Context: an optimization exercise on an open-source flow, tuned for a short achievable clock period and few clock cycles. The choices shown serve that exercise and are no tape-out recipe. Function was checked by simulation only, so behaviour that the tests miss may differ from the original. The flow treats the clock pin as an ideal source, which a real chip does not have.

// MY32CPU_top
module MY32CPU_top(
	input CLK,
	input RST,
	output [4:0] imem_addr,
	input [31:0] imem_data,
	output reg_we,
	output [4:0] reg_waddr,
	output [31:0] reg_wdata,
	output mem_we,
	output [4:0] mem_addr,
	output [31:0] mem_wdata,
	output [9:0] LEDR
);
	integer i, j;
	reg rst_q;
	reg [31:0] R [1:15];    
	reg [31:0] M [0:31];    
	reg [15:0] nz;          
	reg [9:0]  led;         
	reg [31:0] C  [0:31];   
	reg [4:0]  T  [0:31];   
	reg [31:0] V;           
	reg [31:0] BR;          
	reg [31:0] PT;          
	reg [4:0]  NX [0:31];   
	reg [31:0] NH;          
	reg [31:0] QB;          
	reg [31:0] Q1;          
	reg [31:0] Q2;          
	reg [31:0] QP1;         
	reg [31:0] QP2;         
	reg        fp_v;
	reg [4:0]  fp_pc;
	reg [31:0] fp_inst;
	reg [31:0] P;           
	reg [4:0]  n_nx [0:31];
	reg [31:0] n_nh;
	reg [31:0] VT;          
	reg [31:0] n_qb, n_q1, n_q2, n_qp1, n_qp2;
	reg [4:0]  k1, k2;
	always @(*) begin
		for (i = 0; i < 32; i = i + 1) begin
			P[i] = PT[i] & nz[C[i][24:21]];
			VT[i] = V[T[i]];
		end
		for (i = 0; i < 32; i = i + 1) begin
			k1 = i + 1;
			k2 = i + 2;
			n_qb[i] = V[i] & BR[i];
			n_q1[i] = V[i] & ~BR[i] & V[k1] & BR[k1];
			n_q2[i] = n_q1[i] & ~P[k1] & V[k2] & BR[k2];
			n_qp1[i] = BR[i] ? P[i] : P[k1];
			n_qp2[i] = P[k2];
			if (n_qb[i]) begin
				n_nx[i] = P[i] ? T[i] : i + 1;
				n_nh[i] = P[i] ? VT[i] : V[k1];
			end else if (n_q2[i]) begin
				n_nx[i] = P[k2] ? T[k2] : i + 3;
				n_nh[i] = P[k2] ? VT[k2] : V[(i + 3) % 32];
			end else if (n_q1[i]) begin
				n_nx[i] = P[k1] ? T[k1] : i + 2;
				n_nh[i] = P[k1] ? VT[k1] : V[k2];
			end else begin
				n_nx[i] = i + 1;
				n_nh[i] = V[k1];
			end
		end
	end
	reg [4:0] pc;
	reg [4:0] ia;
	assign imem_addr = ia;
	wire [4:0] pc1 = pc + 5'd1;
	wire [4:0] pc2 = pc + 5'd2;
	wire [4:0] pc3 = pc + 5'd3;
	reg         hq;
	wire        h0  = hq;
	wire [31:0] c0  = C[pc];
	wire [4:0]  rs0 = c0[25:21];
	wire [4:0]  rs1 = C[pc1][25:21];
	wire [4:0]  rs2 = C[pc2][25:21];
	wire [4:0]  t0  = T[pc];
	wire [4:0]  t1  = T[pc1];
  ...
clock: 11.0 ns
lec_check: 0
abc_clock_period_in_ps: 3000
cap_margin: 20
core_margin: 2
core_utilization: 40
place_density: 0.6
slew_margin: 20
standard.sh (not shown) runs the stock make flow with config.mk's settings and CLKGATE_MAP_FILE= SYNTH_SCRIPT=/design/flow/synth_recipe.tcl, a recipe that flattens the netlist after the stock synthesis.
==> flow/flow/run.sh <==
#!/bin/bash
# Standard ORFS layout, with timing repair aiming at a setup slack margin well above the
# default so that the layout is optimised for a short achieved period. The SDC is the standard flow's.
set -euo pipefail
MARGIN=${MARGIN:-7.4}
bash standard.sh SETUP_SLACK_MARGIN=$MARGIN finish > make_finish.log 2>&1
The starting point stopped in global routing.
Testbench counts at the start, summed over its fixed seeds: cycles 16,519.
Next try:
--- a/flow/flow/run.sh
+++ b/flow/flow/run.sh
@@ -4,3 +4,3 @@
 set -euo pipefail
-MARGIN=${MARGIN:-7.4}
+MARGIN=${MARGIN:-7.5}
 bash standard.sh SETUP_SLACK_MARGIN=$MARGIN finish > make_finish.log 2>&1
Settings changed: CORE_UTILIZATION 40 to 33, PLACE_DENSITY 0.6 to 0.55.
Result: Now the flow died in detailed routing. Area after synthesis does not change. Synthesized cell count is unchanged.
Next try:
Settings changed: CORE_UTILIZATION 33 to 40, PLACE_DENSITY 0.55 to 0.6.
What happened: The new run failed in global routing on GRT-0232; synthesized area is unchanged; synthesized cell count stays the same.
Next try:
==> flow/flow/run.sh (replaced) <==
#!/bin/bash
# Standard ORFS layout (the standard.sh), with timing repair aiming at a setup slack
# margin well above the default so that the layout is optimised for a short achieved period,
# and extra repair passes after CTS (flow/post_cts.tcl). The SDC is the standard flow's.
set -euo pipefail
MARGIN=${MARGIN:-7.35}
bash standard.sh SETUP_SLACK_MARGIN=$MARGIN POST_CTS_TCL=$PWD/flow/post_cts.tcl finish > make_finish.log 2>&1
==> flow/flow/post_cts.tcl (new file) <==
# Extra setup repair passes after CTS, with rising margins: a single pass tends to stop at
# the first endpoint it cannot improve. The SDC is the standard flow's; only the repair targets change.
foreach m {7.2 7.3 7.4 7.45} {
  repair_timing -setup -setup_margin $m -repair_tns 100 -skip_last_gasp -match_cell_footprint
}
detailed_placement
check_placement -verbose
Settings changed: ABC_CLOCK_PERIOD_IN_PS 3000 to 1500.
=>
- The changed run aborted during global routing
- synthesized cell count stays the same
- synthesized area does not change
